What follows belongs to an exercise in optimizing a design on an open flow for a short achievable clock period and few clock cycles; a production flow would make more cautious choices.
Function was not checked in any run shown here: the RTL went through the layout flow alone.
No activity file was given, so power comes from the tool's default toggle rates.

**flow/design.v**
```verilog
module riscv (
    input wire clk,
    input wire rst,   
    input  wire [31:0] inst_i,
    output wire [31:0] inst_addr_o,
    output wire        inst_ce_o,
    input  wire [31:0] data_i,
    output wire        data_we_o,
    output wire        data_ce_o,
    output wire [31:0] data_addr_o,
    output wire [31:0] data_o
);
    reg  [31:0] f_pc;
    reg         f_run;
    reg         btb_v;
    reg  [29:0] btb_tag;
    reg  [11:0] btb_off;
    reg         d_valid;
    reg  [4:0]  d_rs1, d_rs2, d_rd;
    reg  [31:0] d_pc, d_pc4;
    reg  [31:0] d_r1, d_r2;           
    reg  [31:0] d_immpc;              
    reg  [31:0] d_immalu;             
    reg         d_op, d_opimm, d_load, d_store, d_br, d_lui, d_auipc, d_jal, d_jalr;
    reg         d_use1, d_use2, d_useimm, d_wen, d_pred;
    reg  [10:0] d_alu;                
    reg  [5:0]  d_bf;                 
    reg         d_bpred;              
    reg  [11:0] d_boff;
    reg         d_bok;                
    reg         x_valid;
    reg         x_wen, x_load, x_store, x_br, x_jalr, x_pred;
    reg  [4:0]  x_rd;
    reg  [31:0] x_a, x_b, x_s, x_pre, x_alt;
    reg         x_fs;                 
    reg         x_fash, x_fbsh;       
    reg         x_falg, x_fblg;       
    reg         r_add00, r_add10, r_add01, r_add11;
    reg         r_sub00, r_sub10, r_sub01;
    reg         r_slt00, r_slt10, r_slt01;
    reg         r_sltu00, r_sltu10, r_sltu01;
    reg         r_sll, r_srl, r_sra, r_xor, r_or, r_and, r_pre;
    reg         j00, j10, j01, j11;
    reg  [5:0]  x_bm;
    reg         b00, b10, b01, b11;
    reg         m_wen, m_load, m_store, m_ce;
    reg  [4:0]  m_rd;
    reg  [31:0] m_res, m_sdata;
    reg         w_wen;
    reg  [4:0]  w_rd;
    reg  [31:0] w_data;
    reg  [31:0] rf [1:31];
    localparam A_ADD = 0, A_SUB = 1, A_SLL = 2, A_SLT = 3, A_SLTU = 4, A_XOR = 5,
               A_SRL = 6, A_SRA = 7, A_OR = 8, A_AND = 9, A_PRE = 10;
    localparam B_EQ = 0, B_NE = 1, B_LT = 2, B_GE = 3, B_LTU = 4, B_GEU = 5;
    wire [31:0] wb_data = m_load ? data_i : m_res;
    assign data_addr_o = m_res;
    assign data_o      = m_sdata;
    assign data_we_o   = m_store;
    assign data_ce_o   = m_ce;
    always @(posedge clk) begin
        if (m_wen) rf[m_rd] <= wb_data;
        w_rd   <= m_rd;
        w_data <= wb_data;
    end
    always @(posedge clk) begin
        w_wen <= m_wen;
    end
    wire [31:0] fi  = inst_i;
    wire [4:0]  fop = fi[6:2];
    wire        fok = fi[1:0] == 2'b11;
    wire [2:0]  ff3 = fi[14:12];
    wire        f30 = fi[30];
    wire [4:0]  frs1 = fi[19:15];
    wire [4:0]  frs2 = fi[24:20];
    wire [4:0]  frd  = fi[11:7];
    wire f_op    = fok && fop == 5'b01100;
    wire f_opimm = fok && fop == 5'b00100;
    wire f_load  = fok && fop == 5'b00000;
    wire f_store = fok && fop == 5'b01000;
    wire f_br    = fok && fop == 5'b11000;
    wire f_lui   = fok && fop == 5'b01101;
    wire f_auipc = fok && fop == 5'b00101;
    wire f_jal   = fok && fop == 5'b11011;
    wire f_jalr  = fok && fop == 5'b11001;
    wire f_arith = f_op | f_opimm;
    wire [31:0] fimm_i = {{20{fi[31]}}, fi[31:20]};
    wire [31:0] fimm_s = {{20{fi[31]}}, fi[31:25], fi[11:7]};
    wire [31:0] fimm_b = {{20{fi[31]}}, fi[7], fi[30:25], fi[11:8], 1'b0};
    wire [31:0] fimm_u = {fi[31:12], 12'b0};
    wire [31:0] fimm_j = {{12{fi[31]}}, fi[19:12], fi[20], fi[30:21], 1'b0};
    wire [10:0] f_alu;
    assign f_alu[A_ADD]  = (f_arith & ff3 == 3'b000 & ~(f_op & f30)) | f_load | f_store;
    assign f_alu[A_SUB]  = f_op & ff3 == 3'b000 & f30;
    assign f_alu[A_SLL]  = f_arith & ff3 == 3'b001;
    assign f_alu[A_SLT]  = f_arith & ff3 == 3'b010;
    assign f_alu[A_SLTU] = f_arith & ff3 == 3'b011;
    assign f_alu[A_XOR]  = f_arith & ff3 == 3'b100;
    assign f_alu[A_SRL]  = f_arith & ff3 == 3'b101 & ~f30;
    assign f_alu[A_SRA]  = f_arith & ff3 == 3'b101 & f30;
    assign f_alu[A_OR]   = f_arith & ff3 == 3'b110;
    assign f_alu[A_AND]  = f_arith & ff3 == 3'b111;
    assign f_alu[A_PRE]  = f_lui | f_auipc | f_jal | f_jalr;
    wire [5:0] f_bf;
    assign f_bf[B_EQ]  = ff3 == 3'b000;
    assign f_bf[B_NE]  = ff3 == 3'b001;
    assign f_bf[B_LT]  = ff3 == 3'b100;
    assign f_bf[B_GE]  = ff3 == 3'b101;
    assign f_bf[B_LTU] = ff3 == 3'b110;
    assign f_bf[B_GEU] = ff3 == 3'b111;
    wire [31:0] f_r1 = (frs1 == 5'd0) ? 32'd0 : rf[frs1];
    wire [31:0] f_r2 = (frs2 == 5'd0) ? 32'd0 : rf[frs2];
    wire [21:0] t_lo   = {1'b0, d_pc[20:0]} + {1'b0, d_immpc[20:0]};
    wire [10:0] t_hi0  = d_pc[31:21];
    wire [10:0] t_hip  = d_pc[31:21] + 11'd1;
    wire [10:0] t_him  = d_pc[31:21] - 11'd1;
    wire [10:0] t_hiu  = d_pc[31:21] + d_immpc[31:21];
    wire        t_neg  = d_immpc[20];
    wire [10:0] t_hi   = d_auipc ? t_hiu + {10'd0, t_lo[21]} :
                         (t_lo[21] == t_neg) ? t_hi0 : (t_lo[21] ? t_hip : t_him);
    wire [31:0] d_target = {t_hi, t_lo[20:0]};
    wire [31:0] rs1_val = (m_wen && m_rd == d_rs1) ? wb_data :
                          (w_wen && w_rd == d_rs1) ? w_data : d_r1;
    wire [31:0] rs2_val = (m_wen && m_rd == d_rs2) ? wb_data :
                          (w_wen && w_rd == d_rs2) ? w_data : d_r2;
    wire load_use = d_valid && x_valid && x_load &&
                    ((d_use1 && x_rd == d_rs1) || (d_use2 && x_rd == d_rs2));
    wire btb_ok   = d_bok && d_immpc[12:1] == d_boff;
    wire d_redir  = d_valid && !load_use && (d_bpred ? !btb_ok : d_pred);
    wire [31:0] d_rtarget = d_pred ? d_target : d_pc4;
    wire btb_ins  = d_valid && !load_use && d_bok && !(d_bpred && btb_ok);
    wire [31:0] s   = x_fs ? m_res : x_s;
    wire [31:0] ash = x_fash ? m_res : x_a;
    wire [31:0] bsh = x_fbsh ? m_res : x_b;
    wire [31:0] alg = x_falg ? m_res : x_a;
    wire [31:0] blg = x_fblg ? m_res : x_b;
    wire [31:0] sum00 = x_a + x_b;
    wire [31:0] sum10 = m_res + x_b;
    wire [31:0] sum01 = x_a + m_res;
    wire [31:0] sum11 = {m_res[30:0], 1'b0};
    wire [31:0] dif00 = x_a - x_b;
    wire [31:0] dif10 = m_res - x_b;
    wire [31:0] dif01 = x_a - m_res;
    wire ltu00 = x_a < x_b;
    wire ltu10 = m_res < x_b;
    wire ltu01 = x_a < m_res;
    wire lt00  = (x_a[31] ^ x_b[31]) ? x_a[31] : ltu00;
    wire lt10  = (m_res[31] ^ x_b[31]) ? m_res[31] : ltu10;
    wire lt01  = (x_a[31] ^ m_res[31]) ? x_a[31] : ltu01;
    wire eq00  = x_a == x_b;
    wire eq10  = m_res == x_b;
    wire eq01  = x_a == m_res;
    wire signed [31:0] ash_s = ash;
    wire [31:0] shl = ash << bsh[4:0];
    wire [31:0] shr = ash >> bsh[4:0];
    wire [31:0] sha = ash_s >>> bsh[4:0];
    wire [31:0] result =
        ({32{r_add00}} & sum00) | ({32{r_add10}} & sum10) |
        ({32{r_add01}} & sum01) | ({32{r_add11}} & sum11) |
        ({32{r_sub00}} & dif00) | ({32{r_sub10}} & dif10) | ({32{r_sub01}} & dif01) |
        {31'd0, (r_slt00 & lt00) | (r_slt10 & lt10) | (r_slt01 & lt01) |
                (r_sltu00 & ltu00) | (r_sltu10 & ltu10) | (r_sltu01 & ltu01)} |
        ({32{r_sll}} & shl) | ({32{r_srl}} & shr) | ({32{r_sra}} & sha) |
        ({32{r_xor}} & (alg ^ blg)) | ({32{r_or}} & (alg | blg)) |
        ({32{r_and}} & (alg & blg)) |
        ({32{r_pre}} & x_pre);
    wire m00 = (x_bm[B_EQ] & eq00) | (x_bm[B_NE] & ~eq00) | (x_bm[B_LT] & lt00) |
               (x_bm[B_GE] & ~lt00) | (x_bm[B_LTU] & ltu00) | (x_bm[B_GEU] & ~ltu00);
    wire m10 = (x_bm[B_EQ] & eq10) | (x_bm[B_NE] & ~eq10) | (x_bm[B_LT] & lt10) |
               (x_bm[B_GE] & ~lt10) | (x_bm[B_LTU] & ltu10) | (x_bm[B_GEU] & ~ltu10);
    wire m01 = (x_bm[B_EQ] & eq01) | (x_bm[B_NE] & ~eq01) | (x_bm[B_LT] & lt01) |
               (x_bm[B_GE] & ~lt01) | (x_bm[B_LTU] & ltu01) | (x_bm[B_GEU] & ~ltu01);
    wire m11 = x_bm[B_EQ] | x_bm[B_GE] | x_bm[B_GEU];
    wire x_mispred = x_valid & ((b00 & m00) | (b10 & m10) | (b01 & m01) | (b11 & m11));
    wire x_jr      = x_valid & x_jalr;
    wire x_redir   = x_mispred | x_jr;
    wire [31:0] jt = ({32{j00}} & sum00) | ({32{j10}} & sum10) |
                     ({32{j01}} & sum01) | ({32{j11}} & sum11);
    wire [31:0] x_target = x_jalr ? {jt[31:1], 1'b0} : x_alt;
    assign inst_addr_o = f_pc;
    assign inst_ce_o   = f_run;
    wire [31:0] f_pc4  = f_pc + 32'd4;
    wire        f_hit  = btb_v && btb_tag == f_pc[31:2];
    wire [31:0] f_btgt = f_pc + {{19{btb_off[11]}}, btb_off, 1'b0};
    always @(posedge clk or posedge rst) begin
        if (rst) begin
            f_pc  <= 32'd0;
            f_run <= 1'b0;
        end else begin
            f_run <= 1'b1;
            if (x_redir)
                f_pc <= x_target;
            else if (load_use || !f_run)
                f_pc <= f_pc;
            else if (d_redir)
                f_pc <= d_rtarget;
            else if (f_hit)
                f_pc <= f_btgt;
            else
                f_pc <= f_pc4;
        end
    end
    always @(posedge clk or posedge rst) begin
        if (rst) begin
            btb_v <= 1'b0;
        end else if (btb_ins) begin
            btb_v <= 1'b1;
        end
    end
    always @(posedge clk) begin
        if (btb_ins) begin
            btb_tag <= d_pc[31:2];
            btb_off <= d_immpc[12:1];
        end
    end
    always @(posedge clk or posedge rst) begin
        if (rst) begin
            d_valid <= 1'b0;
        end else if (x_redir) begin
            d_valid <= 1'b0;
        end else if (!load_use) begin
            d_valid <= f_run && !d_redir;
        end
    end
    always @(posedge clk) begin
        if (load_use) begin
            d_r1 <= rs1_val;
            d_r2 <= rs2_val;
        end else begin
            d_rs1    <= frs1;
            d_rs2    <= frs2;
            d_rd     <= frd;
            d_pc     <= f_pc;
            d_pc4    <= f_pc4;
            d_r1     <= f_r1;
            d_r2     <= f_r2;
            d_immpc  <= f_jal ? fimm_j : (f_br ? fimm_b : fimm_u);
            d_immalu <= f_store ? fimm_s : fimm_i;
            d_op     <= f_op;
            d_opimm  <= f_opimm;
            d_load   <= f_load;
            d_store  <= f_store;
            d_br     <= f_br;
            d_lui    <= f_lui;
            d_auipc  <= f_auipc;
            d_jal    <= f_jal;
            d_jalr   <= f_jalr;
            d_use1   <= f_arith | f_load | f_store | f_br | f_jalr;
            d_use2   <= f_op | f_store | f_br;
            d_useimm <= f_opimm | f_load | f_store | f_jalr;
            d_wen    <= (f_arith | f_load | f_lui | f_auipc | f_jal | f_jalr) && frd != 5'd0;
            d_pred   <= f_jal | (f_br & fi[31]);
            d_alu    <= f_alu;
            d_bf     <= f_bf;
            d_bpred  <= f_hit;
            d_boff   <= btb_off;
            d_bok    <= f_br & fi[31];
        end
    end
    always @(posedge clk or posedge rst) begin
        if (rst) begin
            x_valid <= 1'b0;
        end else begin
            x_valid <= d_valid && !load_use && !x_redir;
        end
    end
    wire fwd_ok = x_valid && x_wen && !x_load;
    wire fa = fwd_ok && x_rd == d_rs1;
    wire fb = fwd_ok && x_rd == d_rs2 && !d_useimm;
    wire k00 = ~fa & ~fb;
    wire k10 =  fa & ~fb;
    wire k01 = ~fa &  fb;
    wire k11 =  fa &  fb;
    wire d_shift = d_alu[A_SLL] | d_alu[A_SRL] | d_alu[A_SRA];
    wire d_logic = d_alu[A_XOR] | d_alu[A_OR] | d_alu[A_AND];
    wire [5:0] d_bm = d_pred ? {d_bf[B_LTU], d_bf[B_GEU], d_bf[B_LT], d_bf[B_GE],
                                d_bf[B_EQ], d_bf[B_NE]} : d_bf;
    always @(posedge clk) begin
        x_wen   <= d_wen;
        x_load  <= d_load;
        x_store <= d_store;
        x_br    <= d_br;
        x_jalr  <= d_jalr;
        x_pred  <= d_pred;
        x_rd    <= d_rd;
        x_a     <= rs1_val;
        x_b     <= d_useimm ? d_immalu : rs2_val;
        x_s     <= rs2_val;
        x_pre   <= d_lui ? d_immpc : (d_auipc ? d_target : d_pc4);
        x_alt   <= d_pred ? d_pc4 : d_target;
        x_fs    <= fwd_ok && x_rd == d_rs2;
        x_fash  <= fa & d_shift;
        x_fbsh  <= fb & d_shift;
        x_falg  <= fa & d_logic;
        x_fblg  <= fb & d_logic;
        r_add00 <= d_alu[A_ADD] & k00;
        r_add10 <= d_alu[A_ADD] & k10;
        r_add01 <= d_alu[A_ADD] & k01;
        r_add11 <= d_alu[A_ADD] & k11;
        r_sub00 <= d_alu[A_SUB] & k00;
        r_sub10 <= d_alu[A_SUB] & k10;
        r_sub01 <= d_alu[A_SUB] & k01;
        r_slt00 <= d_alu[A_SLT] & k00;
        r_slt10 <= d_alu[A_SLT] & k10;
        r_slt01 <= d_alu[A_SLT] & k01;
        r_sltu00 <= d_alu[A_SLTU] & k00;
        r_sltu10 <= d_alu[A_SLTU] & k10;
        r_sltu01 <= d_alu[A_SLTU] & k01;
        r_sll   <= d_alu[A_SLL];
        r_srl   <= d_alu[A_SRL];
        r_sra   <= d_alu[A_SRA];
        r_xor   <= d_alu[A_XOR];
        r_or    <= d_alu[A_OR];
        r_and   <= d_alu[A_AND];
        r_pre   <= d_alu[A_PRE];
        j00     <= d_jalr & k00;
        j10     <= d_jalr & k10;
        j01     <= d_jalr & k01;
        j11     <= d_jalr & k11;
        b00     <= d_br & k00;
        b10     <= d_br & k10;
        b01     <= d_br & k01;
        b11     <= d_br & k11;
        x_bm    <= d_bm;
    end
    always @(posedge clk) begin
        m_wen   <= x_valid & x_wen;
        m_load  <= x_valid & x_load;
        m_store <= x_valid & x_store;
        m_ce    <= x_valid & (x_load | x_store);
    end
    always @(posedge clk) begin
        m_rd    <= x_rd;
        m_res   <= result;
        m_sdata <= s;
    end
endmodule
```
**flow/run.sh**
```bash
#!/bin/bash
# synth_recipe.tcl (not shown) runs the flow's synth.tcl, then flattens the netlist and writes it again
# the make line also repeats each setting of config.mk as NAME=value (left out here)
make -C /OpenROAD-flow-scripts/flow DESIGN_CONFIG=/design/flow/config.mk WORK_HOME=/design/flow/orfs CLKGATE_MAP_FILE= SYNTH_SCRIPT=/design/flow/synth_recipe.tcl finish
```
**flow/config.mk**
```make
export PLATFORM = sky130hd
export DESIGN_NAME = riscv
export DESIGN_NICKNAME = riscv
export VERILOG_FILES = /design/flow/design.v
export SDC_FILE = /design/flow/constraint.sdc
export NUM_CORES = 4
export LEC_CHECK = 0
export ABC_CLOCK_PERIOD_IN_PS = 2500
export CAP_MARGIN = 20
export CORE_MARGIN = 2
export CORE_UTILIZATION = 40
export SETUP_SLACK_MARGIN = 5
export SLEW_MARGIN = 20
```
**flow/constraint.sdc**
```tcl
create_clock -name core_clock -period 8.0 [get_ports {clk}]
set_input_delay 1.6000 -clock core_clock [delete_from_list [all_inputs] [get_ports {clk}]]
set_output_delay 1.6000 -clock core_clock [all_outputs]
set_load 0.01 [all_outputs]
```
==> flow_summary.toml, run 1 <==
[sta]
finalSetupViolations = 0
setup_slack_ps = 3020
slew_headroom = 0.139
period_share = 0.623
hold_viol = 0
tightest_slew_ps = 1280
fin_tns_setup_ps = 0
slew_violations = 0
final.min_clock_period_ps = 4980
skew_ps = 56.4
rsz0062_at_grt = "yes"
max_freq_ghz = 0.201

[die]
die_x_um = 480
die_area_um2 = 231000
dieHeight_um = 480
row_count = 174
ios = 165
start_util = 0.403
design.core.area_um2 = 225000

[critical_path]
slowest_stage = "a2111oi_4"
critPathRequiredTime_ps = 8690
cpMostUsedCell = "buf_6"
critPathLaunchType = "register"
cp-end-kind = "register"
crit_path_max_fanout = 4
path_delay_family = "compound AO/OA/AOI/OAI gates"
ff2ff_setup_slack_ps = 3020
crit_type = "register to register"
slowest_delay_ps = 430
crit_buf_inv = 5
arrival_ps = 5670

[drt]
drcViolationCount = 0
wl_per_cell_um = 34.3
routed-via-count = 70100
firstDrtPassIters = 9
drt-total-wl_um = 374000
drtIter0Drc = 9494
postRouteAntennaNets = 0
vias_per_cell = 6.42

[global_routing]
met3_usage = 0.0591
grt_pass1_wl_um = 517000
grt_pass1_vias = 67600
track_usage = 0.315
use_met1 = 0.412
busiest_layer = "met2"
grt_overflow = 0
antenna_found_initial = 9
grtUsageMet2 = 0.491
grt_max_degree = 107

[finish]
synthToLayoutAreaGrowth_pct = 22.6
post-route-util = 0.494
fin_nets = 8158
fin_area_um2 = 111000
drive_gt1_frac = 0.310
fin_cells = 10900

[synthesis]
async_reset_ff_frac = 0.0223
synth_warnings = 1
ys_ff_latch = 1614
yosys.area.top_type = "edfxtp_1"
syn_area_um2 = 90700
synthTopCellsByCount = "edfxtp_1 (1195), mux4_2 (560), nor2_1 (503)"
yosysMostFrequentCell = "edfxtp_1"
ys_seq_area_frac = 0.490
synthCells = 7341
synthFlopType = "edfxtp_1"
synth_cell_types = 116
synth.avg_cell_area_um2 = 12.4
synth_edf_count = 1195
synth.top_cells.by_area = "edfxtp_1 (40%), mux4_2 (14%), dfxtp_1 (8.5%)"
synth_top_cell_area_share = 0.396
synth_fp_nets = 7740

[cts]
clk_pin_slew_worst_paths_ps = 60
insertion_delay_ps = 870
holdBufCountCts = 0
cts_max_level = 4
cts-root-buf = "clkbuf_16"
cts_sinks = 1614
cts_buffers = 174
cts_tree = "yes"
cts.path.max_buffers = 3

[place]
gp_congestion = 0.995
pre_cts_slack_ps = 2430
placed_cell_area_um2 = 96400
portBuffers = 164
dp_hpwl_um = 239000
dp_cells = 10200

[pwr]
ir_drop_uv = 254
powerDensity_nw_per_um2 = 253
power_leakage_nw = 39.4

[hold_path]
hp-class = "register to register"

[flow_run]
drv_cap = 0

[outcome]
outcome = "finished clean"
## worst register-to-register path: stages, from the launching register on
cell	delay, ps
edfxtp_1	360
ha_2	200
inv_2	40
fa_2	370
nor2b_4	160
o31ai_4	120
a2111oi_4	440
nor2_4	100
o31ai_4	230
a311o_2	310
buf_6	120
buf_6	90
clkinvlp_4	70
buf_6	120
ha_4	200
a21o_1	160
a21oi_2	160
o21bai_1	110
a2111o_1	420
a31o_2	260
a21oi_2	150
xnor2_1	80
mux2i_1	140
mux2i_1	120
o211ai_1	220
o22ai_1	100
## worst paths after layout
path	from	to	cells after the start
max in group asynchronous	rst	f_pc[13]$_DFFE_PP0P_	2
worst min register to register	d_rd[4]$_DFFE_PN_	x_rd[4]$_DFF_P_	0
min in group asynchronous	rst	f_pc[26]$_DFFE_PP0P_	2
worst min-delay path	d_rd[4]$_DFFE_PN_	x_rd[4]$_DFF_P_	0
worst max register to register	d_pc[1]$_DFFE_PN_	f_pc[30]$_DFFE_PP0P_	25
worst max-delay path	d_pc[1]$_DFFE_PN_	f_pc[30]$_DFFE_PP0P_	25
## final cells by class
| class | count | area [um^2] |
|---|---|---|
| clock buffer | 225 | 4660 |
| timing repair buffer | 744 | 7980 |
| inverter | 308 | 1230 |
| antenna | 8 | 20.0 |
| clock inverter | 101 | 1110 |
| sequential | 1614 | 44700 |
| multi-input combinational | 4917 | 47800 |
| fill | 19400 | 114000 |
| tap | 2992 | 3740 |
## power breakdown
| part | switching [mW] | internal, mW | leakage, nW |
|---|---|---|---|
| Clock | 3.60 | 4.62 | 2.80 |
| Sequential | 0.576 | 9.78 | 14.7 |
| Combinational | 5.70 | 3.89 | 21.9 |
| Total | 9.87 | 18.3 | 39.4 |
## flip-flops by register name, indices dropped and copies added, names as in the netlist, 6 cells and up
name / count
x_a: 32
d_immalu: 11
d_pc4: 30
f_pc: 32
btb_off: 12
d_r1: 32
d_immpc: 31
rf: 992
x_pre: 32
d_alu: 11
x_b: 32
m_res: 32
d_boff: 12
x_s: 32
btb_tag: 30
d_r2: 32
w_data: 32
x_alt: 32
d_bf: 6
m_sdata: 32
d_pc: 32
x_bm: 6
## per-stage QoR
step | power (mW) | hold WS [ps]
floorplan | 15.0 | 323
global placement | 17.7 | 326
detailed placement | 17.7 | 327
CTS | 27.3 | 328
global route | 29.0 | 343
finish | 28.2 | 321
## layer usage
metal  vias up  share of wire
met5         -        0.00016
met4         8          0.068
met3       855          0.090
met2      3988           0.46
met1     35900           0.39
li1      29300              -
## cells by family after synthesis
kind of cell             after synthesis  share of synthesized area
XOR/XNOR                             286                     0.0278
AND/OR/NAND/NOR                     1510                     0.0760
AO/OA/AOI/OAI                       1710                      0.126
buffers and inverters                811                     0.0354
flip-flops                          1614                      0.490
multiplexers                        1076                      0.198
adder cells (fa/ha/maj)              333                     0.0469
other                                  1                  0.0000414
## repair_timing
action                                 4_1_cts  5_1_grt
buffers inserted                           279       85
gates resized for setup                   1312      326
setup endpoints to repair                  441      339
endpoints found under the hold margin        0        0
pin swaps                                  143      142
cloned                                      30        7
## placed cells by master (no fill, tap or decap), types with 219 or more instances in the layout
cell type	instances
ha_1	242
o21ai_0	219
nand2_1	457
a21oi_1	420
edfxtp_1	1195
dfxtp_1	307
buf_4	378
mux2i_1	323
nor2_1	449
inv_1	275
mux4_2	560
==> run 2, diff against run 1 <==
--- a/flow/design.v
+++ b/flow/design.v
@@ -114,11 +114,10 @@
     wire [10:0] t_hi0  = d_pc[31:21];
     wire [10:0] t_hip  = d_pc[31:21] + 11'd1;
     wire [10:0] t_him  = d_pc[31:21] - 11'd1;
-    wire [10:0] t_hiu  = d_pc[31:21] + d_immpc[31:21];
     wire        t_neg  = d_immpc[20];
-    wire [10:0] t_hi   = d_auipc ? t_hiu + {10'd0, t_lo[21]} :
-                         (t_lo[21] == t_neg) ? t_hi0 : (t_lo[21] ? t_hip : t_him);
-    wire [31:0] d_target = {t_hi, t_lo[20:0]};
+    wire [10:0] t_hi   = (t_lo[21] == t_neg) ? t_hi0 : (t_lo[21] ? t_hip : t_him);
+    wire [31:0] d_target = {t_hi, t_lo[20:0]};    
+    wire [31:0] d_auipc_val = d_pc + d_immpc;
     wire [31:0] rs1_val = (m_wen && m_rd == d_rs1) ? wb_data :
                           (w_wen && w_rd == d_rs1) ? w_data : d_r1;
     wire [31:0] rs2_val = (m_wen && m_rd == d_rs2) ? wb_data :
@@ -286,7 +285,7 @@
         x_a     <= rs1_val;
         x_b     <= d_useimm ? d_immalu : rs2_val;
         x_s     <= rs2_val;
-        x_pre   <= d_lui ? d_immpc : (d_auipc ? d_target : d_pc4);
+        x_pre   <= d_lui ? d_immpc : (d_auipc ? d_auipc_val : d_pc4);
         x_alt   <= d_pred ? d_pc4 : d_target;
         x_fs    <= fwd_ok && x_rd == d_rs2;
         x_fash  <= fa & d_shift;
==> flow_summary.toml, run 2 <==
[global_routing]
track_usage = 0.312
grt_pass1_wl_um = 509000
grt_pass1_vias = 66700
antenna_found_initial = 18
grt_overflow = 0
grt_max_degree = 81

[sta]
finalSetupViolations = 0
setup_slack_ps = 3610
slew_headroom = 0.133
slew_violations = 0
hold-worst-slack_ps = 342
period_share = 0.549
skew_ps = 47.9
fin_tns_setup_ps = 0
hold_viol = 0
final.min_clock_period_ps = 4390
rsz0062_at_grt = "yes"
tightest_slew_ps = 1290
max_freq_ghz = 0.228

[cts]
cts.path.max_buffers = 3
cts_buffers = 173
cts_sinks = 1614
cts_tree = "yes"
cts-root-buf = "clkbuf_16"
clk_pin_slew_worst_paths_ps = 70
cts_max_level = 4
insertion_delay_ps = 870

[die]
ios = 165
start_util = 0.401
design.core.area_um2 = 224000
die_x_um = 478
die_area_um2 = 228000
row_count = 174
dieHeight_um = 478

[drt]
vias_per_cell = 6.40
wl_per_cell_um = 34.1
postRouteAntennaNets = 0
drtIter0Drc = 9142
drcViolationCount = 0
firstDrtPassIters = 10
routed-via-count = 69100
drt-total-wl_um = 368000

[critical_path]
crit_path_max_fanout = 7
cp_cell_sequence = "ha_2 > inv_2 > fa_2 > nor2b_2 > o31a_1 > a31o_2 > o31ai_4 > a31oi_4 > inv_4 > ha_4 > or2_4 > a21oi_2 > a31oi_2 > a21o_1 > a21oi_2 > mux2i_2 > xnor2_1 > o211ai_1 > o311ai_1 > nand2_1 > a32o_1"
critPathRequiredTime_ps = 8740
slowest_stage = "edfxtp_1"
ff2ff_setup_slack_ps = 3610
arrival_ps = 5130
critPathLaunch = "d_pc[1]$_DFFE_PN_"
worstRegToRegCells = 21
slowest_delay_ps = 410
cp-end-kind = "register"
crit_type = "register to register"
cpMostUsedCell = "a21oi_2"
rr_startpoint = "d_pc[1]$_DFFE_PN_"
r2r-end = "f_pc[31]$_DFFE_PP0P_"
crit_end = "f_pc[31]$_DFFE_PP0P_"
path_delay_family = "compound AO/OA/AOI/OAI gates"
critPathLaunchType = "register"
crit_buf_inv = 2
crit_cells = 21

[finish]
final_common_cell = "edfxtp_1"
drive_gt1_frac = 0.315
final_cell_mix = "edfxtp_1 (1195), mux4_2 (598), nor2_1 (482)"
fin_nets = 8052
synthToLayoutAreaGrowth_pct = 22.5
largest_register = "rf"
largest_reg_flops = 992

[synthesis]
synth_fp_nets = 7614
ys_seq_area_frac = 0.495
async_reset_ff_frac = 0.0223
yosys.area.top_type = "edfxtp_1"
synthCells = 7216
yosysMostFrequentCell = "edfxtp_1"
ys_ff_latch = 1614
synthFlopType = "edfxtp_1"
synth_warnings = 1
synthTopCellsByCount = "edfxtp_1 (1195), mux4_2 (598), nor2_1 (541)"
synth.avg_cell_area_um2 = 12.5
synth_cell_types = 94
synth.top_cells.by_area = "edfxtp_1 (40%), mux4_2 (15%), dfxtp_1 (8.5%)"
synth_top_cell_area_share = 0.399
synth_edf_count = 1195
syn_area_um2 = 89900

[place]
portBuffers = 164
gp_congestion = 1.03
pre_cts_slack_ps = 2610
dp_hpwl_um = 235000

[pwr]
power_leakage_nw = 39.1
ir_drop_uv = 242
powerDensity_nw_per_um2 = 257

[outcome]
outcome = "finished clean"

[hold_path]
hp-class = "register to register"

[flow_run]
drv_cap = 0
[run 2: per-layer routing]
metal,up-vias,routed length [um],track usage
li1,28800,-,-
met1,35200,136000,0.391
met2,4095,172000,0.502
met3,1011,34200,0.0608
met4,10,26300,0.185
met5,-,68,0
[run 2: kinds of logic (layout without fill, tap and decap cells)]
family                     Yosys count  count (layout)  share of synthesized area
AOI/OAI and AO/OA                 1658            1659                      0.121
DFF                               1614            1614                      0.495
and+or+nand+nor                   1456            1456                     0.0725
muxes                             1048            1048                      0.201
buffers and inverters              808            1390                     0.0347
adders and majority gates          332             332                     0.0470
xor gates and xnor gates           299             299                     0.0292
other                                1               8                  0.0000417
[run 2: through the flow]
stage | power (mW) | util | area (um^2) | cells
floorplan | 15.4 | - | 91900 | 7216
global placement | 17.9 | 0.427 | 95700 | 10000
detailed placement | 17.9 | 0.428 | 95800 | 10000
CTS | 27.5 | 0.481 | 108000 | 10700
global route | 29.2 | 0.491 | 110000 | 10800
finish | 28.3 | 0.492 | 110000 | 10800
[run 2: power breakdown]
part	internal [mW]	switching (mW)	leakage [nW]
combinational	4.02	5.68	21.5
sequential	9.83	0.570	14.8
clock	4.57	3.63	2.79
[run 2: area by class of cell]
| type | instances | area (um^2) |
|---|---|---|
| Clock buffer | 229 | 4810 |
| Inverter | 292 | 1160 |
| Clock inverter | 91 | 958 |
| Antenna cell | 7 | 17.5 |
| Fill cell | 19300 | 114000 |
| Multi-Input combinational cell | 4795 | 46700 |
| Tap cell | 2992 | 3740 |
| Timing Repair Buffer | 778 | 8070 |
| Sequential cell | 1614 | 44700 |
[run 2: what timing repair did]
action,in CTS,in global routing
buffers inserted,299,127
gates resized for setup,1258,290
cloned,24,5
hold buffers,0,0
endpoints found under the hold margin,0,0
pin swaps,178,159
endpoints found under the setup margin,452,416
[run 2: worst min-delay path by stage]
stage	slack (ps)	cells after the start	startpoint	end
after detailed placement	330	0	d_rd[2]$_DFFE_PN_	x_rd[2]$_DFF_P_
after global routing	360	0	d_alu[10]$_DFFE_PN_	r_pre$_DFF_P_
after global placement	330	0	d_store$_DFFE_PN_	x_store$_DFF_P_
after CTS	340	0	d_rd[2]$_DFFE_PN_	x_rd[2]$_DFF_P_
after floorplan	320	0	d_alu[10]$_DFFE_PN_	r_pre$_DFF_P_
final	340	0	d_rd[2]$_DFFE_PN_	x_rd[2]$_DFF_P_
[run 2: worst register-to-register path, stage by stage, from the launching register on]
cell	delay (ps)
edfxtp_1	410
ha_2	230
inv_2	50
fa_2	200
nor2b_2	50
o31a_1	280
a31o_2	300
o31ai_4	290
a31oi_4	200
inv_4	180
ha_4	220
or2_4	240
a21oi_2	170
a31oi_2	60
a21o_1	200
a21oi_2	170
mux2i_2	310
xnor2_1	190
o211ai_1	110
o311ai_1	100
nand2_1	90
a32o_1	220
==> run 3, diff against run 2 <==
--- a/flow/config.mk
+++ b/flow/config.mk
@@ -8,6 +8,7 @@
 export ABC_CLOCK_PERIOD_IN_PS = 2500
 export CAP_MARGIN = 20
 export CORE_MARGIN = 2
-export CORE_UTILIZATION = 40
+export CORE_UTILIZATION = 60
+export CTS_CLUSTER_SIZE = 30
 export SETUP_SLACK_MARGIN = 5
 export SLEW_MARGIN = 20
==> flow_summary.toml, run 3 <==
[place]
gp_congestion = 1.10
pre_cts_slack_ps = 2880
portBuffers = 164
dp_hpwl_um = 231000

[synthesis]
synth_top_family_by_area = "multiplexers"
synth-simple-area-share = 0.0725
synth_fp_nets = 7614
yosysMostFrequentCell = "edfxtp_1"
synth_compound_area_frac = 0.121
synthTopCellsByCount = "edfxtp_1 (1195), mux4_2 (598), nor2_1 (541)"
synth_warnings = 1
yosys.area.top_type = "edfxtp_1"
async_reset_ff_frac = 0.0223
syn_area_um2 = 89900
synth.top_cells.by_area = "edfxtp_1 (40%), mux4_2 (15%), dfxtp_1 (8.5%)"
synthFlopType = "edfxtp_1"
synthCells = 7216
synth_top_cell_area_share = 0.399
synth.avg_cell_area_um2 = 12.5
synthAdderAreaFrac = 0.0470
ys_ff_latch = 1614
ys_seq_area_frac = 0.495
synth-xor-area-share = 0.0292
synth_edf_count = 1195
synth_cell_types = 94
synthMuxAreaShare = 0.201

[finish]
multi_input_area_um2 = 46700
fillers = 9467
largest_reg_flops = 992
fin_nets = 8073
final_cell_mix = "edfxtp_1 (1195), mux4_2 (598), nor2_1 (481)"
largest_register = "rf"
final_common_cell = "edfxtp_1"
synthToLayoutAreaGrowth_pct = 21.5
seq_area_um2 = 44700
drive_gt1_frac = 0.318

[die]
die_area_um2 = 153000
dieHeight_um = 391
design.core.area_um2 = 149000
start_util = 0.602
ios = 165
die_x_um = 391
row_count = 142

[global_routing]
grt_overflow = 0
antenna_found_initial = 36
grt_pass1_wl_um = 526000
grt_pass1_vias = 70300
grt_max_degree = 84
track_usage = 0.490

[drt]
drt-total-wl_um = 382000
drtIter0Drc = 12700
firstDrtPassIters = 9
drcViolationCount = 0
postRouteAntennaNets = 0
wl_per_cell_um = 39.1
routed-via-count = 73400
vias_per_cell = 7.51

[sta]
fin_tns_setup_ps = 0
finalSetupViolations = 0
rsz0062_at_grt = "yes"
slew_headroom = 0.274
setup_slack_ps = 3670
skew_ps = 52.2
period_share = 0.542
tightest_slew_ps = 1090
hold_viol = 0
max_freq_ghz = 0.231
slew_violations = 0
final.min_clock_period_ps = 4330

[critical_path]
crit_path_max_fanout = 7
critPathLaunchType = "register"
cp-end-kind = "register"
worstRegToRegCells = 21
r2r-end = "f_pc[31]$_DFFE_PP0P_"
ff2ff_setup_slack_ps = 3670
arrival_ps = 5080
critPathRequiredTime_ps = 8740
crit_type = "register to register"
rr_startpoint = "d_pc[1]$_DFFE_PN_"

[cts]
insertion_delay_ps = 860
cts_max_level = 4
cts_tree = "yes"
cts.path.max_buffers = 3
cts-root-buf = "clkbuf_16"
cts_buffers = 165
clk_pin_slew_worst_paths_ps = 60
cts_sinks = 1614
holdBufCountCts = 0

[pwr]
powerDensity_nw_per_um2 = 262
power_leakage_nw = 39.3
ir_drop_uv = 263

[outcome]
outcome = "finished clean"

[hold_path]
holdCritStartpoint = "d_wen$_DFFE_PN_"
hold_path_end = "x_wen$_DFF_P_"
hold_depth = 0
hp-class = "register to register"

[flow_run]
drv_cap = 0
run 3: where the power goes:
| part | switching [mW] | internal, mW | leakage (nW) | total (mW) |
|---|---|---|---|---|
| logic | 5.89 | 3.99 | 21.7 | 9.88 |
| clock network | 3.59 | 4.75 | 2.81 | 8.34 |
| registers | 0.599 | 9.83 | 14.8 | 10.4 |
run 3: how the worst max path moves through the flow:
stage	cells past startpoint	to	start
2_1_floorplan	21	f_pc[31]$_DFFE_PP0P_	d_immpc[1]$_DFFE_PN_
3_3_place_gp	12	f_pc[31]$_DFFE_PP0P_	x_a[31]$_DFF_P_
3_5_place_dp	12	f_pc[31]$_DFFE_PP0P_	x_a[31]$_DFF_P_
4_1_cts	21	f_pc[31]$_DFFE_PP0P_	d_immpc[1]$_DFFE_PN_
5_1_grt	23	f_pc[30]$_DFFE_PP0P_	d_immpc[1]$_DFFE_PN_
6_report	21	f_pc[31]$_DFFE_PP0P_	d_pc[1]$_DFFE_PN_
run 3: critical path: stages, from the launching register on:
cell	delay [ps]
edfxtp_1	400
ha_2	220
inv_2	50
fa_2	200
nor2b_2	50
o31a_1	280
a31o_4	280
o31ai_4	280
a31oi_4	190
clkinv_4	140
ha_4	210
a21o_1	200
nand4_1	160
a31oi_2	120
a21o_1	190
a21oi_2	180
mux2i_2	330
xnor2_2	160
o211ai_1	100
o311ai_1	130
nand2_1	130
a32o_1	240
run 3: cells by family (layout without fill, tap and decap cells):
logic type | after synthesis | count (layout)
AO/OA/AOI/OAI | 1658 | 1659
flip-flops | 1614 | 1614
AND/OR/NAND/NOR | 1456 | 1457
multiplexers | 1048 | 1048
buffers and inverters | 808 | 1406
adder cells (fa/ha/maj) | 332 | 332
XOR/XNOR | 299 | 299
other | 1 | 12
run 3: cell type report:
type,instances,share of cell area
Inverter,292,0.0108
Multi-Input combinational cell,4796,0.428
Timing Repair inverter,4,0.000286
Antenna cell,11,0.000252
Clock buffer,202,0.0399
Timing Repair Buffer,802,0.0759
Clock inverter,106,0.0135
Sequential cell,1614,0.409
Tap cell,1944,0.0223
run 3: repair_timing:
| item | CTS | global route |
|---|---|---|
| gates cloned | 24 | 7 |
| resized for setup | 1174 | 317 |
| setup buffers | 356 | 73 |
| pin swaps | 210 | 155 |
| setup endpoints to repair | 579 | 586 |
run 3: per-layer routing:
metal | up-vias | track usage | share of wire
li1 | 28900 | - | -
met1 | 35800 | 0.613 | 0.33
met2 | 6819 | 0.712 | 0.43
met3 | 1833 | 0.159 | 0.15
met4 | 22 | 0.370 | 0.094
met5 | - | 0 | 0.00035
run 3: through the flow:
stage	instance area, um^2	hold slack [ps]	power (mW)	util	instances
floorplan	91900	323	15.4	-	7216
global placement	94600	329	18.0	0.634	8990
detailed placement	94600	328	18.0	0.634	8991
CTS	107000	347	27.6	0.718	9679
global route	109000	351	29.3	0.731	9761
finish	109000	343	28.7	0.732	9771

==> re-timing with driven ports <==
The flow's constraints put no driver on any port. The routed layouts listed below were extracted and timed again, unchanged, in two steps. Step 1: set_driving_cell puts a clkbuf_16 on clk and a buf_2 on each other input, an assumption about the parent block. Step 2, shift: input delay + t, output delay - t, t = (earliest + latest rising clock arrival at the registers) / 2. This alone moves slack from input paths to output paths. a / b / c = ideal / step 1 / step 2; a / b = the first two.
| run | t (ns) | setup WS [ns] | hold slack, ns | worst setup path at the end | clock arrival spread, ns |
|---|---|---|---|---|---|
| run 1 | 0.936 | 3.017 / 3.017 / 3.017 | 0.321 / 0.321 / 0.321 | register to register | 0.070 / 0.070 |
| run 2 | 0.929 | 3.610 / 3.610 / 3.610 | 0.342 / 0.342 / 0.342 | register to register | 0.050 / 0.050 |
| run 3 | 0.925 | 3.667 / 3.667 / 3.667 | 0.343 / 0.343 / 0.343 | register to register | 0.055 / 0.055 |
After both steps setup and hold are still met in every run listed.
